Context: an optimization exercise on an open-source flow, tuned for small area. The choices shown serve that exercise and are no tape-out recipe. At most, simulation tests tie the RTL to the original design; equivalence was not proved. For runs 1 to 6, only the layout was checked, not whether the RTL still works. No activity file was given, so power comes from the tool's default toggle rates.

File: design/flow/design.v
module crc_check(
input clk,
input rstn,
input start,
output done
);
reg [5:0] cnt;
wire low_zero = (cnt[4:0] == 5'd0);
wire fb = (cnt[5] ^ cnt[4]) & ~low_zero;
always @(posedge clk or negedge rstn)
if (~rstn)
    cnt <= 6'd0;
else if (start)
    cnt <= 6'b000011;
else
    cnt <= {cnt[4:0], fb};
assign done = cnt[5] & low_zero;
endmodule
module Protocol_analysis(
input sck,
input [40:0] pay_now,
input [40:0] pay_old,
input vld,
input crc_zero,
input rstn,
output [40:0] payload,
output pvld
);
reg ok;
reg second_r;
reg first_r;
reg pvld_r;
wire done;
always @(posedge sck)
if (vld)
    ok <= crc_zero & ~done;
always @(posedge sck) begin
    second_r <= vld;
    first_r  <= ~vld;
end
always @(posedge sck or negedge rstn)
if (!rstn)
    pvld_r <= 1'b0;
else
    pvld_r <= done & ok;
crc_check u_crc_check(
.clk(sck),
.rstn(rstn),
.start(vld),
.done(done)
);
assign payload = (pay_now & {41{second_r}}) | (pay_old & {41{first_r}});
assign pvld    = pvld_r;
endmodule
module Spi_to_pnb_trans(
output sdo
);
assign sdo = 1'b0;
endmodule
module Spi_to_pnb_rev(
input sck,
input cs,
input sdi,
output [40:0] pay_now,
output [40:0] pay_old,
output vld,
output crc_zero
);
reg [114:0] data_r;
reg [7:0]  crc_r;
reg [5:0]  tmr;
wire full = &tmr;
always @(posedge sck) begin
    data_r[114:8] <= data_r[113:7];
    if (cs) begin
        data_r[7:0] <= 8'b0;
        crc_r       <= 8'b0;
        tmr         <= 6'b111000;
    end else begin
        data_r[7:0] <= {data_r[6:0], sdi};
        crc_r       <= {crc_r[6:0], 1'b0}
                     ^ (crc_r[7]            ? 8'h07 : 8'h00)
                     ^ (data_r[7]           ? 8'h80 : 8'h00)
                     ^ ((data_r[64] & full) ? 8'h13 : 8'h00);
        tmr         <= {tmr[4:0], (tmr[5] ^ tmr[4]) | full};
    end
end
assign vld      = full && (data_r[80:65] == 16'h55ab) && (data_r[7:0] == 8'haa);
assign crc_zero = (crc_r == 8'd0);
assign pay_now  = data_r[57:17];
assign pay_old  = data_r[114:74];
endmodule
module Spi_to_pnb_top(
inter_fpga_comms_cs,
inter_fpga_comms_sdo,
inter_fpga_comms_sck,
rst_n,
inter_fpga_comms_sdi,
payload,
pvld
);
input inter_fpga_comms_cs, inter_fpga_comms_sdo, inter_fpga_comms_sck, rst_n;
output inter_fpga_comms_sdi;
output [40:0] payload;
output pvld;
wire [40:0] pay_now;
wire [40:0] pay_old;
wire vld;
wire crc_zero;
Spi_to_pnb_rev u_spi_to_pnb_rev(
    .sck(inter_fpga_comms_sck),
    .cs(inter_fpga_comms_cs),
    .sdi(inter_fpga_comms_sdo),
    .pay_now(pay_now),
    .pay_old(pay_old),
    .vld(vld),
    .crc_zero(crc_zero)
);
Spi_to_pnb_trans u_spi_to_pnb_trans(
    .sdo(inter_fpga_comms_sdi)
);
Protocol_analysis u_protocol_analysis(
    .sck(inter_fpga_comms_sck),
    .pay_now(pay_now),
    .pay_old(pay_old),
    .vld(vld),
    .crc_zero(crc_zero),
    .rstn(rst_n),
    .payload(payload),
    .pvld(pvld)
);
endmodule
File: design/flow/flow/run.sh
#!/bin/bash
# Standard ORFS layout (the standard.sh, unchanged synthesis) with:
#  - port buffers of the smallest buffer cell instead of the default pick,
#  - clock tree built from small clock buffers, without dummy load cells.
set -euo pipefail
cd "$(dirname "$0")/.."
export BUFFER_PORTS_ARGS="-buffer_cell sky130_fd_sc_hd__buf_1"
export CTS_ARGS="-sink_clustering_enable -repair_clock_nets -dont_use_dummy_load -buf_list {sky130_fd_sc_hd__clkbuf_1 sky130_fd_sc_hd__clkbuf_2 sky130_fd_sc_hd__clkbuf_4}"
bash standard.sh > flow_standard.log 2>&1
File: design/flow/standard.sh
#!/bin/bash
# synth_recipe.tcl (not shown) runs the flow's synth.tcl, then flattens the netlist and writes it again
# the make line also repeats each setting of config.mk as NAME=value (left out here)
make -C /OpenROAD-flow-scripts/flow DESIGN_CONFIG=/design/flow/config.mk WORK_HOME=/design/flow/orfs CLKGATE_MAP_FILE= SYNTH_SCRIPT=/design/flow/synth_recipe.tcl "${@:-finish}"
File: design/flow/config.mk
export PLATFORM = sky130hd
export DESIGN_NAME = Spi_to_pnb_top
export DESIGN_NICKNAME = Spi_to_pnb_top
export VERILOG_FILES = /design/flow/design.v
export SDC_FILE = /design/flow/constraint.sdc
export NUM_CORES = 4
export LEC_CHECK = 0
export CAP_MARGIN = 20
export CORE_MARGIN = 2
export CORE_UTILIZATION = 60
export SLEW_MARGIN = 20
File: design/flow/constraint.sdc
create_clock -name core_clock -period 10.0 [get_ports {inter_fpga_comms_sck}]
set_input_delay 2.0000 -clock core_clock [delete_from_list [all_inputs] [get_ports {inter_fpga_comms_sck}]]
set_output_delay 2.0000 -clock core_clock [all_outputs]
set_load 0.01 [all_outputs]
==> results.cfg, run 1 <==
[run_status]
status = timing/DRC/antenna clean

[routing]
drc = 0
ant_nets = 0
vias = 1956
via_per_inst = 5.13
wire_per_inst_um = 13.9
routed_wirelength_mm = 5.31
dr.pass1.iters = 4
drt_iter0_drc = 66

[timing]
max_freq_ghz = 0.268
slew_viol_final = 0
fin_worst_skew_ps = 24.1
slew_headroom_pct = 43.0
finalHoldViolations = 0
finalCriticalPeriod_ps = 3740
setup_viol = 0
setup_ws_ps = 6260
setup_tns_ps = 0
worst_slew_pin_slew_ps = 855
grt_setup_unrepaired = no
period_share_pct = 37.4

[layout]
final_core_util_pct = 68.1
area_growth_pct = 9.59
final_layout_size_suffix_gt1_share_pct = 8.82
final_cells = 381
layout.nets = 313
diodes = 0
fill_cells = 451

[global_route]
grt_pass1_vias = 1815
grt_pass1_wl_mm = 8.30
grt_max_degree = 42
antenna_found_initial = 0
grtUsageTotal_pct = 17.3
grt-ovfl-total = 0

[clock_network]
h-tree-depth = 4
insertion_delay_ps = 470
path_clk_slew_ps = 100
cts.repair.resized = 0
cts_tree = built
cts_setup_buffers = 0
cts-root-buf = clkbuf_4
cts_buffer_depth = 2
cts_made_buffers = 17
cts.sinks = 139
ctsHoldBuffers = 0

[floorplanning]
core_area_um2 = 5920
start_util_pct = 62.2
die_w_um = 82.3
die_h_um = 82.3
rows = 28
pin_count = 47
dieArea_um2 = 6780

[run]
cap_viol_max_count = 0

[place]
gp_congestion = 0.693
pre_cts_ws_ps = 6760
portBuffers = 45
dp.cells = 364
place_hpwl_mm = 3.41

[yosys]
syn_nets = 260
synthesis.instances = 255
ys_seq_area_share_pct = 76.8
synth.distinct_cells = 32
synth.cell_area_um2 = 3680
synth_area_per_cell_um2 = 14.4
ys_ff_latch = 139
ys.flop_type = dfxtp_1
yosysWarningCount = 3
synth_edf_count = 1
ys_async_sr_fraction_pct = 5.04

[power_and_ir_drop]
powerDensity_nw_per_um2 = 196
ir_worst_vdd_uv = 123
p_leak_nw = 1.58

[worst_setup_path]
critPathLaunchType = flip-flop
cp.arrival_ps = 1740
path_max_fanout = 33
cp-end-kind = output pin
crit_type = reg -> out
ff2ff_setup_slack_ps = 8130
worstPathRequired_ps = 8000

[min_path]
hp-class = reg -> reg
-- layout make-up --
cell class	instances	area (µm²)	area share, %
flip-flops and latches	139	2830	70.1
repair buffers	47	184	4.56
clock buffers	17	128	3.16
well taps	75	93.8	2.33
inverters	1	3.75	0.0931
multi-input cells	102	796	19.7
-- metal layers --
metal / up-vias / part of all wire [%] / global-route usage (%)
met5: - / 0 / 0
met4: 0 / 0.96 / 8.00
met3: 4 / 4.6 / 8.59
met2: 45 / 43 / 23.9
met1: 906 / 52 / 22.6
li1: 1001 / - / -
-- sequential cells by signal, summed over array words and instances, names as in the netlist --
| name | cells |
|---|---|
| u_protocol_analysis.first_r | 1 |
| u_protocol_analysis.u_crc_check.cnt | 6 |
| u_spi_to_pnb_rev.crc_r | 8 |
| u_protocol_analysis.pvld_r | 1 |
| u_protocol_analysis.ok | 1 |
| u_protocol_analysis.second_r | 1 |
| u_spi_to_pnb_rev.tmr | 6 |
| u_spi_to_pnb_rev.data_r | 115 |
-- stage by stage --
stage	area, µm²	hold slack, ps	power, W
after floorplan	3680	310	0.000573
after global placement	3910	311	0.000575
after detailed placement	3910	313	0.000575
after CTS	4030	324	0.000798
after global routing	4030	326	0.000823
final	4030	325	0.000789
-- worst paths after layout --
check / from / end / cells past startpoint
worst max-delay path: u_protocol_analysis.second_r$_DFF_P_ / payload[2] / 3
worst min-delay path: u_spi_to_pnb_rev.data_r[113]$_DFF_P_ / u_spi_to_pnb_rev.data_r[114]$_DFF_P_ / 0
worst max register to register: u_spi_to_pnb_rev.data_r[71]$_DFF_P_ / u_protocol_analysis.ok$_DFFE_PP_ / 3
worst min register to register: u_spi_to_pnb_rev.data_r[113]$_DFF_P_ / u_spi_to_pnb_rev.data_r[114]$_DFF_P_ / 0
max in group asynchronous: rst_n / u_protocol_analysis.u_crc_check.cnt[4]$_DFF_PN0_ / 1
min in group asynchronous: rst_n / u_protocol_analysis.u_crc_check.cnt[2]$_DFF_PN0_ / 1
-- power breakdown --
group | internal [W] | leakage [nW] | switching, W
Clock | 0.0000780 | 0.0782 | 0.000149
Sequential | 0.000556 | 1.16 | 0.000000965
Combinational | 0.00000190 | 0.343 | 0.00000295
-- critical path, stage by stage (launching register included) --
cell	delay (ps)
dfxtp_1	510
buf_4	380
a22o_1	220
buf_1	150
-- Yosys cell counts, types with 2 or more instances --
cell type	count	area share, %
nand4_1	2	0.34
a21boi_0	4	0.82
or3_1	3	0.51
or2_2	3	0.51
or4bb_1	2	0.61
nor2_1	4	0.41
dfxtp_1	131	71
nor4_1	3	0.51
nand2_1	3	0.31
clkbuf_1	12	1.2
nor2b_1	14	2.4
a22o_1	41	9.8
dfrtp_1	7	4.8
a21oi_1	4	0.54
o21ai_0	3	0.41
xnor2_1	2	0.48
nor4_4	2	1.2
-- cell families after synthesis --
family | Yosys count | synth area share (%)
compound gates | 55 | 12.3
other cells | 1 | 0.102
buf+inv | 14 | 1.53
flops | 139 | 76.8
simple gates | 42 | 8.16
xor+xnor | 3 | 0.714
fa+ha+maj | 1 | 0.340
-- layout by cell type (no fill, tap or decap), drive strengths merged --
cell and instances:
or4b 2, nor2 4, conb 1, or4bb 2, or2 3, and2 1
o21ai 3, clkbuf 17, a21boi 4, inv 1, and2b 1, xnor2 2
nor4 5, a21oi 4, nor2b 14, edfxtp 1, nand4 2, a221o 1
dfrtp 7, o21ba 1, dfxtp 131, nand2 3, ha 1, or3 3
and3 1, buf 47, a21o 1, nand4b 1, xor2 1, a22o 41
==> inputs of run 2 (changes only) <==
--- a/design/flow/flow/run.sh
+++ b/design/flow/flow/run.sh
@@ -7,3 +7,3 @@
 export BUFFER_PORTS_ARGS="-buffer_cell sky130_fd_sc_hd__buf_1"
-export CTS_ARGS="-sink_clustering_enable -repair_clock_nets -dont_use_dummy_load -buf_list {sky130_fd_sc_hd__clkbuf_1 sky130_fd_sc_hd__clkbuf_2 sky130_fd_sc_hd__clkbuf_4}"
+export CTS_ARGS="-repair_clock_nets -dont_use_dummy_load -buf_list {sky130_fd_sc_hd__clkbuf_8 sky130_fd_sc_hd__clkbuf_16}"
 bash standard.sh > flow_standard.log 2>&1
==> results.cfg, run 2 <==
[run_status]
status = timing/DRC/antenna clean

[global_route]
grt_max_degree = 42
antenna_found_initial = 0
grt_pass1_wl_mm = 8.53
grt-ovfl-total = 0
grt_pass1_vias = 1857
grtUsageTotal_pct = 17.8

[clock_network]
cts-root-buf = clkbuf_8
insertion_delay_ps = 490
ctsHoldBuffers = 0
h-tree-depth = 4
cts_buffer_depth = 2
path_clk_slew_ps = 50
cts_made_buffers = 17
cts_tree = built
cts_setup_buffers = 0
cts.sinks = 139
cts.repair.resized = 0

[yosys]
synth_area_per_cell_um2 = 14.4
yosysTopAreaCell = dfxtp_1
synthTopCellsByCount = dfxtp_1 (131), a22o_1 (41), nor2b_1 (14), clkbuf_1 (12), dfrtp_1 (7)
synth.cell_area_um2 = 3680
ys_async_sr_fraction_pct = 5.04
ys.flop_type = dfxtp_1
syn_nets = 260
synthMostInstantiatedCell = dfxtp_1
netlist.area_leader.share_pct = 71.3
yosysWarningCount = 3
ys_ff_latch = 139
synth.distinct_cells = 32
ys_seq_area_share_pct = 76.8
synth_edf_count = 1
synthesis.instances = 255
synthTopCellsByArea = dfxtp_1 (71%), a22o_1 (9.8%), dfrtp_1 (4.8%)

[timing]
slew_viol_final = 0
worst_slew_pin_slew_ps = 838
setup_ws_ps = 6240
grt_setup_unrepaired = no
hold_slack_ps = 325
slew_headroom_pct = 44.2
period_share_pct = 37.6
setup_tns_ps = 0
setup_viol = 0
finalCriticalPeriod_ps = 3760
finalHoldViolations = 0
fin_worst_skew_ps = 12.3
max_freq_ghz = 0.266

[floorplanning]
core_area_um2 = 5920
die_h_um = 82.3
dieArea_um2 = 6780
die_w_um = 82.3
start_util_pct = 62.2
rows = 28
pin_count = 47

[power_and_ir_drop]
power_frac_seq_pct = 54.5
ir_worst_vdd_uv = 189
powerDensity_nw_per_um2 = 237
switching_share_pct = 18.0
power_frac_comb_pct = 0.5
p_int_w = 0.000841
clock_power_share_pct = 45.0
p_leak_nw = 1.71
switching_power_w = 0.000185

[layout]
most-common-layout-cells = dfxtp_1 (131), buf_1 (45), a22o_1 (41)
largest_reg_flops = 115
layout_commonest_cell = dfxtp_1
final_layout_size_suffix_gt1_share_pct = 8.82
area_growth_pct = 17.4
layout.nets = 313
final_core_util_pct = 73.0
diodes = 0
largest-register = u_spi_to_pnb_rev.data_r
top_regs = u_spi_to_pnb_rev.data_r (115), u_spi_to_pnb_rev.crc_r (8)

[worst_setup_path]
path_max_fanout = 33
crit_type = reg -> out
crit_chain = buf_4 > a22o_1 > buf_1
r2r-start = u_spi_to_pnb_rev.data_r[71]$_DFF_P_
cp-end-kind = output pin
r2r-end = u_protocol_analysis.ok$_DFFE_PP_
worstPathRequired_ps = 8000
ff2ff_setup_slack_ps = 8130
critPathLaunchType = flip-flop
slowest_stage = dfxtp_1
cp.arrival_ps = 1760
ff2ff_path_depth = 3
max_stage_delay_ps = 500

[routing]
vias = 1967
ant_nets = 0
via_per_inst = 5.16
highest-signal-layer = met4
met3_wirelength_um = 202
wl_met2_mm = 2.48
drc = 0
dr.pass1.iters = 4
wl_met1_mm = 2.78
wire_per_inst_um = 14.5
drt_iter0_drc = 72
routed_wirelength_mm = 5.53

[run]
cap_viol_max_count = 0

[min_path]
hp-class = reg -> reg
whs_path_depth = 0
holdPathEnd = u_spi_to_pnb_rev.data_r[13]$_DFF_P_
min-delay-start = u_spi_to_pnb_rev.data_r[12]$_DFF_P_

[place]
portBuffers = 45
place_hpwl_mm = 3.41
pre_cts_ws_ps = 6760
gp_congestion = 0.693
==> run 2: changes by cell type in the layout (fill, tap and decap cells not counted) <==
cell	previous run	this run
clkbuf_8	0	1
clkbuf_16	0	16
clkbuf_4	17	0
==> run 2: per-stage QoR <==
stage | std cells | instance area (µm²) | power, W
global placement | 364 | 3910 | 0.000575
detailed placement | 364 | 3910 | 0.000575
CTS | 381 | 4320 | 0.00103
floorplan | 255 | 3680 | 0.000573
global route | 381 | 4320 | 0.00106
finish | 381 | 4320 | 0.00103
==> run 2: worst max-delay path by stage <==
stage	from	endpoint	slack, ps	depth (start not counted)
finish	u_protocol_analysis.second_r$_DFF_P_	payload[2]	6240	3
global route	u_protocol_analysis.second_r$_DFF_P_	payload[7]	6120	3
CTS	u_protocol_analysis.second_r$_DFF_P_	payload[2]	6210	3
detailed placement	u_protocol_analysis.second_r$_DFF_P_	payload[2]	6760	3
global placement	u_protocol_analysis.second_r$_DFF_P_	payload[2]	6770	3
floorplan	u_protocol_analysis.second_r$_DFF_P_	payload[28]	7060	3
==> run 2: cell type report <==
| cell class | count | area, µm² |
|---|---|---|
| flip-flops and latches | 139 | 2830 |
| well taps | 75 | 93.8 |
| clock buffers | 17 | 414 |
| repair buffers | 47 | 184 |
| inverters | 1 | 3.75 |
| multi-input cells | 102 | 796 |
| fillers | 408 | 1600 |
==> run 2: kinds of logic after synthesis <==
family	synth area share, %
adders and majority gates	0.340
DFF	76.8
buffers and inverters	1.53
other	0.102
AOI/OAI and AO/OA	12.3
and+or+nand+nor	8.16
xor gates and xnor gates	0.714
==> run 2: worst max-delay path, delay by kind of cell (launching register included) <==
family / cells / cell delay [ps]
compound gates: 1 / 220
buf+inv: 2 / 540
flops: 1 / 500
==> run 2: power by group through the flow <==
stage / sequential [W] / clock, W / combinational [W]
final: 0.000559 / 0.000462 / 0.00000483
after CTS: 0.000559 / 0.000471 / 0.00000494
after floorplan: 0.000570 / 0 / 0.00000368
after global routing: 0.000558 / 0.000495 / 0.00000549
after detailed placement: 0.000570 / 0 / 0.00000494
after global placement: 0.000570 / 0 / 0.00000471
==> run 2: metal layers <==
layer  up-vias  global-route usage (%)
li1        989                       -
met1       939                    22.5
met2        33                    25.6
met3         6                    7.93
met4         0                    9.50
met5         -                       0
==> inputs of run 3 (changes only) <==
--- a/design/flow/flow/run.sh
+++ b/design/flow/flow/run.sh
@@ -7,3 +7,3 @@
 export BUFFER_PORTS_ARGS="-buffer_cell sky130_fd_sc_hd__buf_1"
-export CTS_ARGS="-repair_clock_nets -dont_use_dummy_load -buf_list {sky130_fd_sc_hd__clkbuf_8 sky130_fd_sc_hd__clkbuf_16}"
+export CTS_ARGS="-sink_clustering_enable -repair_clock_nets -dont_use_dummy_load -sink_clustering_size 40 -sink_clustering_max_diameter 200 -buf_list {sky130_fd_sc_hd__clkbuf_4 sky130_fd_sc_hd__clkbuf_8 sky130_fd_sc_hd__clkbuf_16}"
 bash standard.sh > flow_standard.log 2>&1
==> results.cfg, run 3 <==
[run_status]
status = timing/DRC/antenna clean

[timing]
slew_headroom_pct = 44.2
setup_tns_ps = 0
hold_slack_ps = 325
slew_viol_final = 0
finalCriticalPeriod_ps = 3760
max_freq_ghz = 0.266
finalHoldViolations = 0
period_share_pct = 37.6
worst_slew_pin_slew_ps = 838
setup_viol = 0
fin_worst_skew_ps = 12.3
grt_setup_unrepaired = no

[min_path]
hp-class = reg -> reg

[worst_setup_path]
path_max_fanout = 33
crit_path_end = payload[2]
crit_start = u_protocol_analysis.second_r$_DFF_P_
critPathLaunchType = flip-flop
cp.arrival_ps = 1760
ff2ff_path_depth = 3
slowest_stage = dfxtp_1
max_stage_delay_ps = 500
r2r-start = u_spi_to_pnb_rev.data_r[71]$_DFF_P_
ff2ff_setup_slack_ps = 8130
cp-end-kind = output pin
r2r-end = u_protocol_analysis.ok$_DFFE_PP_
crit_chain = buf_4 > a22o_1 > buf_1
worstPathRequired_ps = 8000
crit_type = reg -> out

[routing]
drt_iter0_drc = 72
drc = 0
via_per_inst = 5.16
routed_wirelength_mm = 5.53
dr.pass1.iters = 4
wire_per_inst_um = 14.5
ant_nets = 0
vias = 1967

[yosys]
ys_async_sr_fraction_pct = 5.04
synthesis.instances = 255
yosysTopAreaCell = dfxtp_1
yosysWarningCount = 3
ys_ff_latch = 139
synthTopCellsByArea = dfxtp_1 (71%), a22o_1 (9.8%), dfrtp_1 (4.8%)
syn_nets = 260
netlist.area_leader.share_pct = 71.3
synth_edf_count = 1
ys.flop_type = dfxtp_1
synth.cell_area_um2 = 3680
ys_seq_area_share_pct = 76.8
synthMostInstantiatedCell = dfxtp_1
synth.distinct_cells = 32
synth_area_per_cell_um2 = 14.4
synthTopCellsByCount = dfxtp_1 (131), a22o_1 (41), nor2b_1 (14), clkbuf_1 (12), dfrtp_1 (7)

[floorplanning]
start_util_pct = 62.2
dieArea_um2 = 6780
core_area_um2 = 5920
rows = 28
die_w_um = 82.3
pin_count = 47
die_h_um = 82.3

[place]
gp_congestion = 0.693
place_area_um2 = 3910
place_hpwl_mm = 3.41
portBuffers = 45

[run]
cap_viol_max_count = 0

[layout]
final_layout_size_suffix_gt1_share_pct = 8.82
fill_cells = 408
diodes = 0
top_regs = u_spi_to_pnb_rev.data_r (115), u_spi_to_pnb_rev.crc_r (8)
layout.nets = 313
finalInstanceArea_um2 = 4320
most-common-layout-cells = dfxtp_1 (131), buf_1 (45), a22o_1 (41)
area_growth_pct = 17.4
largest_reg_flops = 115
largest-register = u_spi_to_pnb_rev.data_r
layout_commonest_cell = dfxtp_1

[clock_network]
cts_buffer_depth = 2
cts.repair.resized = 0
cts_tree = built
cts-root-buf = clkbuf_8
cts.sinks = 139
cts_setup_buffers = 0
h-tree-depth = 4
cts_made_buffers = 17
path_clk_slew_ps = 50
ctsHoldBuffers = 0
insertion_delay_ps = 490

[global_route]
grt_pass1_vias = 1857
grt_pass1_wl_mm = 8.53
grt_max_degree = 42
antenna_found_initial = 0
grtUsageTotal_pct = 17.8
grt-ovfl-total = 0

[power_and_ir_drop]
p_leak_nw = 1.71
powerDensity_nw_per_um2 = 237
ir_worst_vdd_uv = 189
==> run 3: cell counts in the layout (fill, tap and decap cells not counted) <==
No cell type changed its count.
==> run 3: cell families (layout without fill, tap and decap cells) <==
family	after synthesis	in the layout	synth area share [%]
other	1	1	0.102
flip-flops	139	139	76.8
XOR/XNOR	3	3	0.714
AO/OA/AOI/OAI	55	55	12.3
AND/OR/NAND/NOR	42	42	8.16
adder cells (fa/ha/maj)	1	1	0.340
buffers and inverters	14	65	1.53
==> run 3: through the flow <==
step                std cells  total power, W  setup slack (ps)  utilization, %
finish                    381         0.00103              6240            73.0
global route              381         0.00106              6120            73.0
CTS                       381         0.00103              6210            73.0
detailed placement        364        0.000575              6760            66.0
global placement          364        0.000575              6770            66.0
floorplan                 255        0.000573              7060               -
==> run 3: area by class of cell <==
cell class                      instances  area, µm²  share of cell area [%]
Clock buffer                           17        414                    9.59
Inverter                                1       3.75                  0.0869
Multi-Input combinational cell        102        796                    18.4
Sequential cell                       139       2830                    65.5
Tap cell                               75       93.8                    2.17
Timing Repair Buffer                   47        184                    4.26
==> run 3: how the worst min path moves through the flow <==
stage,endpoint,cells past startpoint,slack [ps],start
CTS,u_spi_to_pnb_rev.data_r[10]$_DFF_P_,0,330,u_spi_to_pnb_rev.data_r[9]$_DFF_P_
global route,u_spi_to_pnb_rev.data_r[62]$_DFF_P_,0,330,u_spi_to_pnb_rev.data_r[61]$_DFF_P_
global placement,u_spi_to_pnb_rev.data_r[13]$_DFF_P_,0,310,u_spi_to_pnb_rev.data_r[12]$_DFF_P_
finish,u_spi_to_pnb_rev.data_r[13]$_DFF_P_,0,330,u_spi_to_pnb_rev.data_r[12]$_DFF_P_
detailed placement,u_spi_to_pnb_rev.data_r[61]$_DFF_P_,0,310,u_spi_to_pnb_rev.data_r[60]$_DFF_P_
floorplan,u_spi_to_pnb_rev.data_r[10]$_DFF_P_,0,310,u_spi_to_pnb_rev.data_r[9]$_DFF_P_
==> run 3: where the power goes <==
group          leakage, nW  switching [W]  internal (W)   total [W]
Sequential            1.16    0.000000944      0.000558    0.000559
Combinational        0.343     0.00000295    0.00000188  0.00000483
Clock                0.204       0.000181      0.000281    0.000462
==> run 3: routing by layer <==
| metal | GRT usage (%) | part of all wire, % | vias to the layer above |
|---|---|---|---|
| met2 | 25.6 | 45 | 33 |
| li1 | - | - | 989 |
| met1 | 22.5 | 50 | 939 |
| met4 | 9.50 | 1.1 | 0 |
| met5 | 0 | 0 | - |
| met3 | 7.93 | 3.7 | 6 |
==> run 3: critical path: cells and delay by family, from the launching register on <==
family                 cells  cell delay, ps
buffers and inverters      2             540
flip-flops                 1             500
AO/OA/AOI/OAI              1             220
==> inputs of run 4 (changes only) <==
==> design/flow/flow/run.sh (replaced) <==
#!/bin/bash
# Standard ORFS layout (the standard.sh, unchanged synthesis) with:
#  - port buffers of the smallest buffer cell instead of the default pick,
#  - clock tree built from small clock buffers, without dummy load cells.
set -euo pipefail
cd "$(dirname "$0")/.."
export BUFFER_PORTS_ARGS="-buffer_cell sky130_fd_sc_hd__buf_1"
export CTS_ARGS="-sink_clustering_enable -repair_clock_nets -dont_use_dummy_load -sink_buffer_max_cap_derate 1.0 -buf_list {sky130_fd_sc_hd__clkbuf_1 sky130_fd_sc_hd__clkbuf_2 sky130_fd_sc_hd__clkbuf_4}"
bash standard.sh > flow_standard.log 2>&1
==> results.cfg, run 4 <==
[clock_network]
insertion_delay_ps = 930
cts.repair.resized = 0
cts_setup_buffers = 0
cts_made_buffers = 17
h-tree-depth = 4
cts.sinks = 139
cts-root-buf = clkbuf_1
ctsHoldBuffers = 0
cts_buffer_depth = 2
cts_tree = built
path_clk_slew_ps = 110

[worst_setup_path]
slowest_stage = dfxtp_1
cp-end-kind = output pin
cp.arrival_ps = 2210
crit_chain = buf_4 > a22o_1 > buf_1
worstPathRequired_ps = 8000
path_max_fanout = 33
max_stage_delay_ps = 520
critPathLaunchType = flip-flop
crit_type = reg -> out

[layout]
layout_commonest_cell = dfxtp_1
top_regs = u_spi_to_pnb_rev.data_r (115), u_spi_to_pnb_rev.crc_r (8)
largest-register = u_spi_to_pnb_rev.data_r
final_cells = 381
diodes = 0
finalInstanceArea_um2 = 4030
layout.nets = 313
final_layout_size_suffix_gt1_share_pct = 8.50
most-common-layout-cells = dfxtp_1 (131), buf_1 (45), a22o_1 (41)
area_growth_pct = 9.49
largest_reg_flops = 115

[yosys]
yosysWarningCount = 3
netlist.area_leader.share_pct = 71.3
synthesis.instances = 255
ys_seq_area_share_pct = 76.8
ys.flop_type = dfxtp_1
ys_ff_latch = 139
synth_edf_count = 1
synth_area_per_cell_um2 = 14.4
synth.cell_area_um2 = 3680
synth.distinct_cells = 32
yosysTopAreaCell = dfxtp_1
syn_nets = 260
synthTopCellsByCount = dfxtp_1 (131), a22o_1 (41), nor2b_1 (14), clkbuf_1 (12), dfrtp_1 (7)
ys_async_sr_fraction_pct = 5.04
synthTopCellsByArea = dfxtp_1 (71%), a22o_1 (9.8%), dfrtp_1 (4.8%)
synthMostInstantiatedCell = dfxtp_1

[power_and_ir_drop]
p_int_w = 0.000633
power_frac_seq_pct = 70.8
clock_power_share_pct = 28.5
p_leak_nw = 1.58
ir_worst_vdd_uv = 123
power_frac_comb_pct = 0.6
switching_share_pct = 19.6
switching_power_w = 0.000154
powerDensity_nw_per_um2 = 195

[timing]
hold_slack_ps = 327
setup_tns_ps = 0
grt_setup_unrepaired = no
finalCriticalPeriod_ps = 4210
period_share_pct = 42.1
slew_viol_final = 0
finalHoldViolations = 0
slew_headroom_pct = 43.0
worst_slew_pin_slew_ps = 855
fin_worst_skew_ps = 24.9
setup_viol = 0
max_freq_ghz = 0.238

[routing]
drt_iter0_drc = 72
ant_nets = 0
routed_wirelength_mm = 5.35
drc = 0
wire_per_inst_um = 14.0
dr.pass1.iters = 4
vias = 1947
via_per_inst = 5.11

[place]
dp.cells = 364
place_area_um2 = 3910
portBuffers = 45
gp_congestion = 0.693
place_hpwl_mm = 3.41

[global_route]
grt_pass1_vias = 1810
grt_pass1_wl_mm = 8.30
grt-ovfl-total = 0
antenna_found_initial = 0
grt_max_degree = 42
grtUsageTotal_pct = 17.3

[floorplanning]
start_util_pct = 62.2
die_h_um = 82.3
pin_count = 47
dieArea_um2 = 6780
die_w_um = 82.3
core_area_um2 = 5920
rows = 28

[run_status]
status = timing/DRC/antenna clean

[run]
cap_viol_max_count = 0

[min_path]
hp-class = reg -> reg
==> run 4: cell types whose count changed in the layout (fill, tap and decap cells not counted) <==
cell	previous run	this run
clkbuf_1	0	1
clkbuf_8	1	0
clkbuf_4	0	16
clkbuf_16	16	0
==> run 4: path summary, 6_finish.rpt <==
kind	start	depth (start not counted)	slack [ps]	endpoint
min reg2reg	u_spi_to_pnb_rev.data_r[113]$_DFF_P_	0	330	u_spi_to_pnb_rev.data_r[114]$_DFF_P_
min in group asynchronous	rst_n	1	940	u_protocol_analysis.u_crc_check.cnt[2]$_DFF_PN0_
max reg2reg	u_spi_to_pnb_rev.data_r[71]$_DFF_P_	3	8130	u_protocol_analysis.ok$_DFFE_PP_
min	u_spi_to_pnb_rev.data_r[113]$_DFF_P_	0	330	u_spi_to_pnb_rev.data_r[114]$_DFF_P_
max	u_protocol_analysis.second_r$_DFF_P_	3	5790	payload[2]
max in group asynchronous	rst_n	1	8800	u_protocol_analysis.u_crc_check.cnt[4]$_DFF_PN0_
==> run 4: stage by stage <==
stage / utilization (%) / total power [W] / setup WS (ps)
3_5_place_dp: 66.0 / 0.000575 / 6760
6_report: 68.0 / 0.000787 / 5790
2_1_floorplan: - / 0.000573 / 7060
5_1_grt: 68.0 / 0.000821 / 5490
4_1_cts: 68.0 / 0.000795 / 5690
3_3_place_gp: 66.0 / 0.000575 / 6770
==> run 4: routing by layer <==
| layer | vias up | part of all wire [%] | track usage (%) |
|---|---|---|---|
| met5 | - | 0 | 0 |
| met4 | 0 | 0.95 | 8.00 |
| met3 | 4 | 4.6 | 8.91 |
| met2 | 46 | 43 | 23.9 |
| met1 | 900 | 52 | 22.6 |
| li1 | 997 | - | - |
==> run 4: cell families after synthesis <==
kind of cell	share of synthesized area, %
compound gates	12.3
xor+xnor	0.714
fa+ha+maj	0.340
buf+inv	1.53
flops	76.8
other cells	0.102
simple gates	8.16
==> run 4: final cells by class <==
type / count / area [µm²]
timing repair buffer: 47 / 184
inverter: 1 / 3.75
multi-input combinational: 102 / 796
fill: 451 / 1890
tap: 75 / 93.8
clock buffer: 17 / 124
sequential: 139 / 2830
==> run 4: worst max-delay path: cells and delay by family, from the launching register on <==
| family | cells | cell delay [ps] |
|---|---|---|
| AO/OA/AOI/OAI | 1 | 220 |
| flip-flops | 1 | 520 |
| buffers and inverters | 2 | 530 |
==> run 4: power by group through the flow <==
stage | clock network [W] | registers, W | logic [W]
2_1_floorplan | 0 | 0.000570 | 0.00000368
3_3_place_gp | 0 | 0.000570 | 0.00000471
3_5_place_dp | 0 | 0.000570 | 0.00000494
4_1_cts | 0.000233 | 0.000557 | 0.00000493
5_1_grt | 0.000258 | 0.000558 | 0.00000551
6_report | 0.000225 | 0.000557 | 0.00000485
==> inputs of run 5 (changes only) <==
--- a/design/flow/config.mk
+++ b/design/flow/config.mk
@@ -7,2 +7,3 @@
 export LEC_CHECK = 0
+export ABC_AREA = 1
 export CAP_MARGIN = 20
==> results.cfg, run 5 <==
[run_status]
status = timing/DRC/antenna clean

[place]
place_hpwl_mm = 3.48
portBuffers = 45
gp_congestion = 0.737
place_area_um2 = 4020
pre_cts_ws_ps = 6720

[timing]
finalHoldViolations = 0
slew_headroom_pct = 44.8
slew_viol_final = 0
grt_setup_unrepaired = no
worst_slew_pin_slew_ps = 828
period_share_pct = 42.4
finalCriticalPeriod_ps = 4240
setup_ws_ps = 5760
setup_tns_ps = 0
fin_worst_skew_ps = 37.0
setup_viol = 0
max_freq_ghz = 0.236
hold_slack_ps = 319

[layout]
fill_cells = 540
top_regs = u_spi_to_pnb_rev.data_r (115), u_spi_to_pnb_rev.crc_r (8)
largest-register = u_spi_to_pnb_rev.data_r
diodes = 0
finalInstanceArea_um2 = 4150
largest_reg_flops = 115
most-common-layout-cells = dfxtp_1 (131), buf_1 (45), nor2_1 (41)
final_layout_size_suffix_gt1_share_pct = 7.18
area_growth_pct = 9.08
layout_commonest_cell = dfxtp_1
layout.nets = 383

[floorplanning]
core_area_um2 = 6240
die_w_um = 83.6
start_util_pct = 60.9
rows = 29
die_h_um = 83.6
dieArea_um2 = 6990
pin_count = 47

[yosys]
synthMostInstantiatedCell = dfxtp_1
synthTopCellsByCount = dfxtp_1 (131), nor2_1 (41), a22o_1 (37), inv_1 (36), nand2_1 (30)
synth_area_per_cell_um2 = 11.7
ys_async_sr_fraction_pct = 5.04
synth.distinct_cells = 22
synth_edf_count = 1
syn_nets = 329
netlist.area_leader.share_pct = 69.0
ys.flop_type = dfxtp_1
yosysTopAreaCell = dfxtp_1
yosysWarningCount = 3
ys_ff_latch = 139
synthTopCellsByArea = dfxtp_1 (69%), a22o_1 (8.5%), dfrtp_1 (4.6%)
ys_seq_area_share_pct = 74.4
synthesis.instances = 324
synth.cell_area_um2 = 3800

[worst_setup_path]
crit_type = reg -> out
worstPathRequired_ps = 8000
path_max_fanout = 38
ff2ff_setup_slack_ps = 8650
cp-end-kind = output pin
r2r-start = u_spi_to_pnb_rev.tmr[4]$_SDFF_PP1_
ff2ff_path_depth = 5
r2r-end = u_protocol_analysis.ok$_DFFE_PP_
crit_chain = buf_4 > inv_1 > o21ai_0 > buf_1
max_stage_delay_ps = 350
cp.arrival_ps = 2240
critPathLaunchType = flip-flop
slowest_stage = buf_4

[clock_network]
cts.repair.resized = 0
cts_tree = built
cts_made_buffers = 17
cts_setup_buffers = 0
cts-root-buf = clkbuf_1
insertion_delay_ps = 970
cts.sinks = 139
path_clk_slew_ps = 120
ctsHoldBuffers = 0
cts_buffer_depth = 2
h-tree-depth = 4

[routing]
vias = 2180
routed_wirelength_mm = 5.38
dr.pass1.iters = 4
drc = 0
ant_nets = 0
wire_per_inst_um = 11.9
via_per_inst = 4.81
drt_iter0_drc = 71

[power_and_ir_drop]
total_power_w = 0.000788
p_leak_nw = 1.65
powerDensity_nw_per_um2 = 190
ir_worst_vdd_uv = 113

[run]
cap_viol_max_count = 0

[global_route]
grt_pass1_vias = 2065
grt_max_degree = 42
grtUsageTotal_pct = 17.2
grt_pass1_wl_mm = 9.16
grt-ovfl-total = 0
antenna_found_initial = 0

[min_path]
min-delay-start = u_spi_to_pnb_rev.data_r[13]$_DFF_P_
whs_path_depth = 0
holdPathEnd = u_spi_to_pnb_rev.data_r[14]$_DFF_P_
hp-class = reg -> reg
## run 5: changes by cell type after synthesis, sizes merged, moves of 5 or more
cell,before,now
inv,1,36
buf,1,9
nor2,4,43
nand2,3,32
nand3,0,6
clkbuf,12,3
nor4,5,0
nor2b,14,0
## run 5: routing by layer
layer  track usage [%]  part of all wire [%]
met1              20.9                    47
met2              25.5                    47
met3              7.91                   5.0
met4              9.24                   1.0
met5                 0                     0
## run 5: how the worst max path moves through the flow
stage | start | to | slack [ps]
6_report | u_protocol_analysis.first_r$_DFF_P_ | payload[4] | 5760
5_1_grt | u_protocol_analysis.first_r$_DFF_P_ | payload[4] | 5460
4_1_cts | u_protocol_analysis.first_r$_DFF_P_ | payload[4] | 5580
3_5_place_dp | u_protocol_analysis.first_r$_DFF_P_ | payload[4] | 6720
3_3_place_gp | u_protocol_analysis.first_r$_DFF_P_ | payload[4] | 6740
2_1_floorplan | u_protocol_analysis.first_r$_DFF_P_ | payload[17] | 7160
## run 5: kinds of logic (layout without fill, tap and decap cells)
group	after synthesis	after routing	synth area share, %
DFF	139	139	74.4
xor gates and xnor gates	2	2	0.461
adders and majority gates	1	1	0.329
and+or+nand+nor	87	87	9.94
other	1	1	0.0986
AOI/OAI and AO/OA	46	46	9.71
buffers and inverters	48	100	5.10
## run 5: where the power goes
group	switching [W]	internal [W]	leakage, nW
clock network	0.000150	0.0000746	0.0748
logic	0.00000335	0.00000163	0.408
registers	0.00000144	0.000557	1.16
total	0.000154	0.000633	1.65
## run 5: final cells by class
type | count | area [µm²] | share of cell area (%)
multi-input cells | 137 | 781 | 18.8
well taps | 77 | 96.3 | 2.32
repair buffers | 47 | 184 | 4.43
inverters | 36 | 135 | 3.26
flip-flops and latches | 139 | 2830 | 68.2
clock buffers | 17 | 124 | 2.99
## run 5: worst max-delay path: cells and delay by family, from the launching register on
family | cells | cell delay, ps
AOI/OAI and AO/OA | 1 | 300
buffers and inverters | 3 | 690
DFF | 1 | 310
## run 5: per-stage QoR
step | util [%] | std cells
after floorplan | - | 324
after global placement | 64.5 | 436
after detailed placement | 64.5 | 436
after CTS | 66.5 | 453
after global routing | 66.5 | 453
final | 66.5 | 453
==> inputs of run 6 (changes only) <==
--- a/design/flow/flow/run.sh
+++ b/design/flow/flow/run.sh
@@ -7,2 +7,3 @@
 export BUFFER_PORTS_ARGS="-buffer_cell sky130_fd_sc_hd__buf_1"
+export RECOVER_POWER=100
 export CTS_ARGS="-sink_clustering_enable -repair_clock_nets -dont_use_dummy_load -sink_buffer_max_cap_derate 1.0 -buf_list {sky130_fd_sc_hd__clkbuf_1 sky130_fd_sc_hd__clkbuf_2 sky130_fd_sc_hd__clkbuf_4}"
--- a/design/flow/config.mk
+++ b/design/flow/config.mk
@@ -7,3 +7,2 @@
 export LEC_CHECK = 0
-export ABC_AREA = 1
 export CAP_MARGIN = 20
==> results.cfg, run 6 <==
[run_status]
status = failed layout checks
so.violations = capacitance limit, slew limit

[layout]
largest_reg_flops = 115
most-common-layout-cells = dfxtp_1 (131), buf_1 (43), a22o_1 (41)
final_layout_size_suffix_gt1_share_pct = 7.84
area_growth_pct = 8.98
layout.nets = 313
top_regs = u_spi_to_pnb_rev.data_r (115), u_spi_to_pnb_rev.crc_r (8)
fill_cells = 455
largest-register = u_spi_to_pnb_rev.data_r
layout_commonest_cell = dfxtp_1
diodes = 0

[timing]
setup_ws_ps = 4990
grt_setup_unrepaired = no
worst_slew_pin_slew_ps = 1800
finalHoldViolations = 0
setup_tns_ps = 0
finalCriticalPeriod_ps = 5010
setup_viol = 0
fin_worst_skew_ps = 24.9
slew_headroom_pct = -19.7
max_freq_ghz = 0.200
period_share_pct = 50.1
slew_viol_final = 42

[place]
pre_cts_ws_ps = 6760
place_hpwl_mm = 3.41
gp_congestion = 0.693
portBuffers = 45

[power_and_ir_drop]
switching_power_w = 0.000154
power_frac_seq_pct = 70.8
power_frac_comb_pct = 0.6
clock_power_share_pct = 28.6
ir_worst_vdd_uv = 123
powerDensity_nw_per_um2 = 196
p_leak_nw = 1.58
switching_share_pct = 19.6
p_int_w = 0.000633

[yosys]
synthTopCellsByArea = dfxtp_1 (71%), a22o_1 (9.8%), dfrtp_1 (4.8%)
yosysWarningCount = 3
synthTopCellsByCount = dfxtp_1 (131), a22o_1 (41), nor2b_1 (14), clkbuf_1 (12), dfrtp_1 (7)
synthMostInstantiatedCell = dfxtp_1
ys_ff_latch = 139
synthesis.instances = 255
syn_nets = 260
ys.flop_type = dfxtp_1
synth_edf_count = 1
synth.cell_area_um2 = 3680
yosysTopAreaCell = dfxtp_1
netlist.area_leader.share_pct = 71.3
synth_area_per_cell_um2 = 14.4
ys_seq_area_share_pct = 76.8
ys_async_sr_fraction_pct = 5.04
synth.distinct_cells = 32

[worst_setup_path]
cp-end-kind = output pin
critPathLaunchType = flip-flop
max_stage_delay_ps = 1290
crit_type = reg -> out
slowest_stage = clkbuf_1
crit_buf_inv = 2
crit_chain = clkbuf_1 > a22o_1 > buf_1
worstPathRequired_ps = 8000
cp.arrival_ps = 3010
crit_family = buffers and inverters
path_max_fanout = 41

[global_route]
grt_max_degree = 42
antenna_found_initial = 0
grt_pass1_vias = 1810
grt-ovfl-total = 0
grtUsageTotal_pct = 17.3
grt_pass1_wl_mm = 8.30

[floorplanning]
start_util_pct = 62.2
core_area_um2 = 5920
rows = 28
dieArea_um2 = 6780
pin_count = 47
die_w_um = 82.3
die_h_um = 82.3

[routing]
via_per_inst = 5.10
drc = 0
drt_iter0_drc = 76
routed_wirelength_mm = 5.35
wire_per_inst_um = 14.0
dr.pass1.iters = 4
vias = 1944
ant_nets = 0

[clock_network]
cts.repair.resized = 0
h-tree-depth = 4
cts_tree = built
insertion_delay_ps = 930
ctsHoldBuffers = 0
cts_buffer_depth = 2
cts-root-buf = clkbuf_1
cts_setup_buffers = 0
path_clk_slew_ps = 110
cts.sinks = 139
cts_made_buffers = 17

[min_path]
hp-class = reg -> reg

[run]
cap_viol_max_count = 1
run 6: cell types whose count changed after synthesis, sizes merged, moves of 5 or more:
cell,previous run,this run
nand2,32,3
nor2,43,4
nor2b,0,14
nor4,0,5
nand3,6,0
buf,9,1
clkbuf,3,12
inv,36,1
run 6: layout make-up:
type | count | area, µm² | area share, %
Clock buffer | 17 | 124 | 3.09
Inverter | 1 | 3.75 | 0.0936
Tap cell | 75 | 93.8 | 2.34
Timing Repair Buffer | 47 | 180 | 4.49
Multi-Input combinational cell | 102 | 781 | 19.5
Sequential cell | 139 | 2830 | 70.5
run 6: cell families (layout without fill, tap and decap cells):
group / after synthesis / after routing / share of synthesized area [%]
adders and majority gates: 1 / 1 / 0.340
buffers and inverters: 14 / 65 / 1.53
other: 1 / 1 / 0.102
and+or+nand+nor: 42 / 42 / 8.16
DFF: 139 / 139 / 76.8
xor gates and xnor gates: 3 / 3 / 0.714
AOI/OAI and AO/OA: 55 / 55 / 12.3
run 6: metrics by stage:
stage          cell area [µm²]  total power [W]  cells  hold slack, ps  util (%)
6_report                  4010         0.000787    381             327      67.7
5_1_grt                   4010         0.000821    381             327      67.7
4_1_cts                   4030         0.000795    381             326      68.0
3_5_place_dp              3910         0.000575    364             313      66.0
3_3_place_gp              3910         0.000575    364             311      66.0
2_1_floorplan             3680         0.000573    255             310         -
run 6: power groups by stage:
stage / combinational [W] / sequential, W / clock (W)
after floorplan: 0.00000368 / 0.000570 / 0
after global placement: 0.00000471 / 0.000570 / 0
after detailed placement: 0.00000494 / 0.000570 / 0
after CTS: 0.00000493 / 0.000557 / 0.000233
after global routing: 0.00000534 / 0.000558 / 0.000258
final: 0.00000466 / 0.000557 / 0.000225
run 6: final timing paths:
path,from,cells past startpoint,to,slack [ps]
worst max-delay path,u_protocol_analysis.first_r$_DFF_P_,3,payload[39],4990
worst min-delay path,u_spi_to_pnb_rev.data_r[113]$_DFF_P_,0,u_spi_to_pnb_rev.data_r[114]$_DFF_P_,330
worst max register to register,u_spi_to_pnb_rev.data_r[74]$_DFF_P_,3,u_protocol_analysis.ok$_DFFE_PP_,7640
worst min register to register,u_spi_to_pnb_rev.data_r[113]$_DFF_P_,0,u_spi_to_pnb_rev.data_r[114]$_DFF_P_,330
max in group asynchronous,rst_n,1,u_protocol_analysis.u_crc_check.cnt[4]$_DFF_PN0_,8810
min in group asynchronous,rst_n,1,u_protocol_analysis.u_crc_check.cnt[2]$_DFF_PN0_,940
run 6: layer usage:
layer / track usage, % / routed length [µm]
met5: 0 / 0
met1: 22.6 / 2750
met2: 23.9 / 2290
met3: 8.91 / 249
met4: 8.00 / 51
run 6: worst register-to-register path: cells and delay by family (launching register included):
family	cells	cell delay, ps
simple gates	3	1750
flops	1	340
==> inputs of run 7 (changes only) <==
--- a/design/flow/design.v
+++ b/design/flow/design.v
@@ -4,4 +4,7 @@
 input start,
-output done
+input in,
+output done,
+output crc_ok
 );
+reg [7:0] rem;
 reg [5:0] cnt;
@@ -9,2 +12,7 @@
 wire fb = (cnt[5] ^ cnt[4]) & ~low_zero;
+always @(posedge clk)
+if (start)
+    rem <= {7'b0, in};
+else
+    rem <= {rem[6:0], in} ^ (rem[7] ? 8'h07 : 8'h00);
 always @(posedge clk or negedge rstn)
@@ -16,3 +24,4 @@
     cnt <= {cnt[4:0], fb};
-assign done = cnt[5] & low_zero;
+assign done   = cnt[5] & low_zero;
+assign crc_ok = (rem == 8'd0);
 endmodule
@@ -22,4 +31,4 @@
 input [40:0] pay_old,
+input crc_bit,
 input vld,
-input crc_zero,
 input rstn,
@@ -28,3 +37,3 @@
 );
-reg ok;
+reg live;
 reg second_r;
@@ -33,5 +42,6 @@
 wire done;
+wire crc_ok;
 always @(posedge sck)
 if (vld)
-    ok <= crc_zero & ~done;
+    live <= ~done;
 always @(posedge sck) begin
@@ -44,3 +54,3 @@
 else
-    pvld_r <= done & ok;
+    pvld_r <= done & live & crc_ok;
 crc_check u_crc_check(
@@ -49,3 +59,5 @@
 .start(vld),
-.done(done)
+.in(crc_bit),
+.done(done),
+.crc_ok(crc_ok)
 );
@@ -65,21 +77,18 @@
 output [40:0] pay_old,
-output vld,
-output crc_zero
+output crc_bit,
+output vld
 );
 reg [114:0] data_r;
-reg [7:0]  crc_r;
-reg [5:0]  tmr;
+reg [5:0]   tmr;
 wire full = &tmr;
 always @(posedge sck) begin
-    data_r[114:8] <= data_r[113:7];
+    data_r[114:4] <= data_r[113:3];
+    data_r[2]     <= data_r[1];
     if (cs) begin
-        data_r[7:0] <= 8'b0;
-        crc_r       <= 8'b0;
-        tmr         <= 6'b111000;
+        data_r[3]   <= 1'b0;
+        data_r[1:0] <= 2'b0;
+        tmr         <= 6'b111110;
     end else begin
-        data_r[7:0] <= {data_r[6:0], sdi};
-        crc_r       <= {crc_r[6:0], 1'b0}
-                     ^ (crc_r[7]            ? 8'h07 : 8'h00)
-                     ^ (data_r[7]           ? 8'h80 : 8'h00)
-                     ^ ((data_r[64] & full) ? 8'h13 : 8'h00);
+        data_r[3]   <= data_r[2];
+        data_r[1:0] <= {data_r[0], sdi};
         tmr         <= {tmr[4:0], (tmr[5] ^ tmr[4]) | full};
@@ -87,6 +96,6 @@
 end
-assign vld      = full && (data_r[80:65] == 16'h55ab) && (data_r[7:0] == 8'haa);
-assign crc_zero = (crc_r == 8'd0);
-assign pay_now  = data_r[57:17];
-assign pay_old  = data_r[114:74];
+assign vld     = full && (data_r[80:65] == 16'h55ab) && (data_r[7:0] == 8'haa);
+assign crc_bit = data_r[64];
+assign pay_now = data_r[57:17];
+assign pay_old = data_r[114:74];
 endmodule
@@ -108,3 +117,3 @@
 wire vld;
-wire crc_zero;
+wire crc_bit;
 Spi_to_pnb_rev u_spi_to_pnb_rev(
@@ -115,4 +124,4 @@
     .pay_old(pay_old),
-    .vld(vld),
-    .crc_zero(crc_zero)
+    .crc_bit(crc_bit),
+    .vld(vld)
 );
@@ -125,4 +134,4 @@
     .pay_old(pay_old),
+    .crc_bit(crc_bit),
     .vld(vld),
-    .crc_zero(crc_zero),
     .rstn(rst_n),
--- a/design/flow/flow/run.sh
+++ b/design/flow/flow/run.sh
@@ -7,3 +7,2 @@
 export BUFFER_PORTS_ARGS="-buffer_cell sky130_fd_sc_hd__buf_1"
-export RECOVER_POWER=100
 export CTS_ARGS="-sink_clustering_enable -repair_clock_nets -dont_use_dummy_load -sink_buffer_max_cap_derate 1.0 -buf_list {sky130_fd_sc_hd__clkbuf_1 sky130_fd_sc_hd__clkbuf_2 sky130_fd_sc_hd__clkbuf_4}"
--- a/design/flow/config.mk
+++ b/design/flow/config.mk
@@ -9,3 +9,3 @@
 export CORE_MARGIN = 2
-export CORE_UTILIZATION = 60
+export CORE_UTILIZATION = 80
 export SLEW_MARGIN = 20
==> results.cfg, run 7 <==
[global_route]
grt_max_degree = 42
grt_pass1_vias = 2048
grt_pass1_wl_mm = 10.5
antenna_found_initial = 0
grtUsageTotal_pct = 29.7
grt-ovfl-total = 0

[place]
place_area_um2 = 3780
gp_congestion = 0.765
place_hpwl_mm = 4.15
portBuffers = 45

[yosys]
ys_ff_latch = 139
synthTopCellsByArea = dfxtp_1 (73%), a22o_1 (10%), dfrtp_1 (4.9%)
ys_seq_area_share_pct = 78.8
yosysTopAreaCell = dfxtp_1
synth.distinct_cells = 31
synth.cell_area_um2 = 3590
synth_area_per_cell_um2 = 15.0
synthesis.instances = 239
synth_top_family_by_area = compound AO/OA/AOI/OAI gates
ys.flop_type = dfxtp_1
synth.area.mux_share_pct = 0
netlist.area_leader.share_pct = 73.1
synthXorXnorAreaFrac_pct = 0.732
yosys.area_share.simple_pct = 7.60
syn_nets = 244
synth_edf_count = 1
synthTopCellsByCount = dfxtp_1 (131), a22o_1 (41), clkbuf_1 (10), nor2b_1 (9), dfrtp_1 (7)
synth_compound_area_share_pct = 10.6
synth_fa_ha_area_share_pct = 0.349
yosysWarningCount = 3
synthMostInstantiatedCell = dfxtp_1
ys_async_sr_fraction_pct = 5.04

[layout]
most-common-layout-cells = dfxtp_1 (131), buf_1 (45), a22o_1 (41)
finalInstanceArea_um2 = 3910
largest-register = u_spi_to_pnb_rev.data_r
area_growth_pct = 8.82
layout_commonest_cell = dfxtp_1
fill_cells = 168
layout.nets = 298
largest_reg_flops = 115
final_core_util_pct = 90.3
diodes = 0
final_layout_size_suffix_gt1_share_pct = 8.93
top_regs = u_spi_to_pnb_rev.data_r (115), u_protocol_analysis.u_crc_check.rem (8)

[timing]
worst_slew_pin_slew_ps = 916
finalCriticalPeriod_ps = 4530
finalHoldViolations = 0
fin_worst_skew_ps = 33.3
max_freq_ghz = 0.221
setup_tns_ps = 0
slew_headroom_pct = 38.9
period_share_pct = 45.3
grt_setup_unrepaired = no
setup_viol = 0
slew_viol_final = 0

[worst_setup_path]
worstPathRequired_ps = 8000
crit_type = reg -> out
ff2ff_path_depth = 4
path_max_fanout = 26
critPathLaunchType = flip-flop
r2r-start = u_spi_to_pnb_rev.data_r[77]$_DFF_P_
ff2ff_setup_slack_ps = 7800
r2r-end = u_protocol_analysis.u_crc_check.rem[5]$_SDFF_PP0_
cp.arrival_ps = 2530
cp-end-kind = output pin

[floorplanning]
pin_count = 47
rows = 24
die_h_um = 71.0
die_w_um = 71.0
start_util_pct = 83.0
dieArea_um2 = 5040
core_area_um2 = 4320

[clock_network]
cts.repair.resized = 0
ctsHoldBuffers = 0
h-tree-depth = 4
cts_buffer_depth = 2
cts_made_buffers = 17
cts.sinks = 139
insertion_delay_ps = 1040
cts_tree = built
cts-root-buf = clkbuf_1
cts_setup_buffers = 0
path_clk_slew_ps = 120

[min_path]
holdPathEnd = u_spi_to_pnb_rev.data_r[61]$_DFF_P_
min-delay-start = u_spi_to_pnb_rev.data_r[60]$_DFF_P_
hp-class = reg -> reg
whs_path_depth = 0

[routing]
drt_iter0_drc = 105
routed_wirelength_mm = 6.68
ant_nets = 0
drc = 0
dr.pass1.iters = 5
via_per_inst = 5.99
vias = 2056
wire_per_inst_um = 19.5

[run_status]
status = timing/DRC/antenna clean

[power_and_ir_drop]
p_leak_nw = 1.56
switching_share_pct = 19.9
switching_power_w = 0.000158
p_int_w = 0.000637
power_frac_comb_pct = 0.4
clock_power_share_pct = 28.6
powerDensity_nw_per_um2 = 204
power_frac_seq_pct = 71.0
ir_worst_vdd_uv = 154

[run]
cap_viol_max_count = 0
## run 7: kinds of logic after synthesis
kind of cell,Yosys count
flip-flops,139
AO/OA/AOI/OAI,44
AND/OR/NAND/NOR,37
buffers and inverters,14
XOR/XNOR,3
adder cells (fa/ha/maj),1
other,1
## run 7: through the flow
step,hold slack [ps],worst slack (ps),power (W),cells
2_1_floorplan,310,7060,0.000577,239
3_3_place_gp,312,6660,0.000579,326
3_5_place_dp,315,6640,0.000580,326
4_1_cts,334,5390,0.000800,343
5_1_grt,335,5220,0.000823,343
6_report,326,5470,0.000795,343
## run 7: worst max path at each step
| stage | start | endpoint | slack (ps) | depth (start not counted) |
|---|---|---|---|---|
| 3_3_place_gp | u_protocol_analysis.second_r$_DFF_P_ | payload[38] | 6660 | 3 |
| 2_1_floorplan | u_protocol_analysis.second_r$_DFF_P_ | payload[28] | 7060 | 3 |
| 3_5_place_dp | u_protocol_analysis.second_r$_DFF_P_ | payload[33] | 6640 | 3 |
| 5_1_grt | u_protocol_analysis.second_r$_DFF_P_ | payload[33] | 5220 | 3 |
| 6_report | u_protocol_analysis.second_r$_DFF_P_ | payload[33] | 5470 | 3 |
| 4_1_cts | u_protocol_analysis.second_r$_DFF_P_ | payload[33] | 5390 | 3 |
## run 7: critical path: stages (launching register included)
cell and delay, ps:
dfxtp_1 670, buf_4 380, a22o_1 230, buf_1 210
## run 7: routing by layer
metal,GRT usage [%],wire (µm)
met5,0,0
met2,47.7,3380
met3,12.0,387
met1,33.1,2670
met4,18.2,236
## run 7: power groups by stage
stage	sequential, W	combinational [W]	clock [W]
floorplan	0.000575	0.00000199	0
global placement	0.000576	0.00000301	0
CTS	0.000564	0.00000347	0.000233
finish	0.000564	0.00000343	0.000227
global route	0.000565	0.00000388	0.000254
detailed placement	0.000577	0.00000343	0
## run 7: cell type report
cell class	count	area, µm²	area share, %
inverters	2	7.51	0.192
well taps	52	65.1	1.67
clock buffers	17	124	3.17
multi-input cells	86	697	17.8
flip-flops and latches	139	2830	72.4
repair buffers	47	184	4.71
==> inputs of run 8 (changes only) <==
--- a/design/flow/config.mk
+++ b/design/flow/config.mk
@@ -9,3 +9,3 @@
 export CORE_MARGIN = 2
-export CORE_UTILIZATION = 80
+export CORE_UTILIZATION = 70
 export SLEW_MARGIN = 20
==> results.cfg, run 8 <==
[floorplanning]
die_w_um = 75.6
dieArea_um2 = 5720
die_h_um = 75.6
pin_count = 47
core_area_um2 = 5040
rows = 26
start_util_pct = 71.2

[clock_network]
h-tree-depth = 4
cts_buffer_depth = 2
cts_made_buffers = 17
cts.sinks = 139
cts_tree = built
path_clk_slew_ps = 110
ctsHoldBuffers = 0
insertion_delay_ps = 940
cts.repair.resized = 0
cts-root-buf = clkbuf_1
cts_setup_buffers = 0

[place]
place_hpwl_mm = 3.20
place_area_um2 = 3800
portBuffers = 45
gp_congestion = 0.741

[yosys]
syn_nets = 244
ys_ff_latch = 139
synth.cell_area_um2 = 3590
yosysTopAreaCell = dfxtp_1
synth_area_per_cell_um2 = 15.0
synth_edf_count = 1
synth.distinct_cells = 31
synthesis.instances = 239
ys_async_sr_fraction_pct = 5.04
synthMostInstantiatedCell = dfxtp_1
synthTopCellsByArea = dfxtp_1 (73%), a22o_1 (10%), dfrtp_1 (4.9%)
yosysWarningCount = 3
ys.flop_type = dfxtp_1
netlist.area_leader.share_pct = 73.1
ys_seq_area_share_pct = 78.8
synthTopCellsByCount = dfxtp_1 (131), a22o_1 (41), clkbuf_1 (10), nor2b_1 (9), dfrtp_1 (7)

[worst_setup_path]
path_max_fanout = 22
worstPathRequired_ps = 8000
cp.arrival_ps = 2490
r2r-end = u_protocol_analysis.u_crc_check.rem[3]$_SDFF_PP0_
crit_chain = buf_4 > a22o_1 > buf_1
crit_start = u_protocol_analysis.second_r$_DFF_P_
r2r-start = u_spi_to_pnb_rev.data_r[77]$_DFF_P_
cp.depth = 3
ff2ff_path_depth = 4
crit_family = flip-flops
ff2ff_setup_slack_ps = 8010
slowest_stage = dfxtp_1
crit_type = reg -> out
crit_buf_inv = 2
cp-end-kind = output pin
critPathLaunchType = flip-flop
max_stage_delay_ps = 830

[global_route]
grt_pass1_vias = 1670
antenna_found_initial = 0
grt-ovfl-total = 0
grtUsageTotal_pct = 19.0
grt_pass1_wl_mm = 7.58
grt_max_degree = 24

[routing]
via_per_inst = 5.12
ant_nets = 0
routed_wirelength_mm = 4.97
drc = 0
drt_iter0_drc = 64
dr.pass1.iters = 4
vias = 1849
wire_per_inst_um = 13.8

[layout]
largest_reg_flops = 115
finalInstanceArea_um2 = 3930
diodes = 0
largest-register = u_spi_to_pnb_rev.data_r
layout.nets = 298
top_regs = u_spi_to_pnb_rev.data_r (115), u_protocol_analysis.u_crc_check.rem (8)
layout_commonest_cell = dfxtp_1
final_core_util_pct = 77.9
area_growth_pct = 9.45
fill_cells = 316
final_layout_size_suffix_gt1_share_pct = 8.93
most-common-layout-cells = dfxtp_1 (131), buf_1 (45), a22o_1 (41)

[timing]
setup_viol = 0
slew_headroom_pct = 46.0
finalHoldViolations = 0
slew_viol_final = 0
fin_worst_skew_ps = 25.5
max_freq_ghz = 0.223
setup_tns_ps = 0
finalCriticalPeriod_ps = 4490
worst_slew_pin_slew_ps = 810
period_share_pct = 44.9
grt_setup_unrepaired = no

[min_path]
hp-class = reg -> reg
whs_path_depth = 0
min-delay-start = u_spi_to_pnb_rev.data_r[14]$_DFF_P_
holdPathEnd = u_spi_to_pnb_rev.data_r[15]$_DFF_P_

[run_status]
status = timing/DRC/antenna clean

[power_and_ir_drop]
p_leak_nw = 1.56
powerDensity_nw_per_um2 = 201
ir_worst_vdd_uv = 178
total_power_w = 0.000789

[run]
cap_viol_max_count = 0
## run 8: worst max-delay path by stage
stage,endpoint,slack [ps]
2_1_floorplan,payload[28],7060
3_3_place_gp,payload[5],6560
3_5_place_dp,payload[16],6480
4_1_cts,payload[16],5360
5_1_grt,payload[12],5260
6_report,payload[16],5510
## run 8: cells by family (layout without fill, tap and decap cells)
logic type / count (synthesis) / after routing / synth area share, %
XOR/XNOR: 3 / 3 / 0.732
AO/OA/AOI/OAI: 44 / 44 / 10.6
AND/OR/NAND/NOR: 37 / 37 / 7.60
other: 1 / 1 / 0.105
adder cells (fa/ha/maj): 1 / 1 / 0.349
buffers and inverters: 14 / 66 / 1.78
flip-flops: 139 / 139 / 78.8
## run 8: where the power goes
| group | internal [W] | total [W] | switching, W |
|---|---|---|---|
| Sequential | 0.000561 | 0.000564 | 0.00000285 |
| Combinational | 0.00000142 | 0.00000311 | 0.00000169 |
| Clock | 0.0000745 | 0.000222 | 0.000148 |
| Total | 0.000637 | 0.000789 | 0.000152 |
## run 8: metal layers
metal | share of wire, % | global-route usage [%]
met1 | 50 | 24.4
met5 | 0 | 0
met2 | 45 | 26.5
met3 | 4.2 | 9.13
met4 | 1.1 | 10.5
## run 8: metrics by stage
stage | cells | hold WS [ps] | setup WS (ps)
floorplan | 239 | 310 | 7060
global placement | 344 | 312 | 6560
detailed placement | 344 | 315 | 6480
CTS | 361 | 327 | 5360
global route | 361 | 328 | 5260
finish | 361 | 319 | 5510
## run 8: layout make-up
class / count / area, µm² / area share [%]
repair buffers: 47 / 184 / 4.68
flip-flops and latches: 139 / 2830 / 72.0
well taps: 70 / 87.6 / 2.23
multi-input cells: 86 / 697 / 17.7
clock buffers: 17 / 124 / 3.15
inverters: 2 / 7.51 / 0.191

-- static timing again, ports no longer ideal --
How much do the figures lean on ideal ports? The routed layouts below were timed once more, with nothing changed but the port constraints.
Step 1 assumes that a clkbuf_16 drives the clock port and a buf_2 every other input.
Step 2 moves the port delays by t, midway between the first and last clock arrival at a register: inputs arrive t later, outputs are due t later. That takes back most of the time a late clock gives input paths.
a / b / c = no drivers / after step 1 / after step 2; a / b = the first two.
| run | t, ns | slack for setup (ns) | hold WS [ns] | worst data-port slew with drivers (ns) | pins driven straight from the clock port |
|---|---|---|---|---|---|
| run 1 | 0.484 | 6.265 / 6.234 / 6.718 | 0.325 / 0.325 / 0.325 | 0.03 | 1 |
| run 2 | 0.512 | 6.237 / 6.207 / 6.719 | 0.325 / 0.325 / 0.325 | 0.03 | 1 |
| run 3 | 0.512 | 6.237 / 6.207 / 6.719 | 0.325 / 0.325 / 0.325 | 0.03 | 1 |
| run 4 | 0.949 | 5.791 / 5.758 / 6.706 | 0.327 / 0.327 / 0.327 | 0.03 | 1 |
| run 5 | 0.984 | 5.765 / 5.735 / 6.720 | 0.319 / 0.319 / 0.319 | 0.03 | 1 |
| run 6 | 0.951 | 4.989 / 4.956 / 5.907 | 0.327 / 0.327 / 0.327 | 0.03 | 1 |
| run 7 | 1.053 | 5.467 / 5.436 / 6.489 | 0.326 / 0.326 / 0.326 | 0.03 | 1 |
| run 8 | 0.966 | 5.511 / 5.482 / 6.448 | 0.319 / 0.319 / 0.319 | 0.03 | 1 |
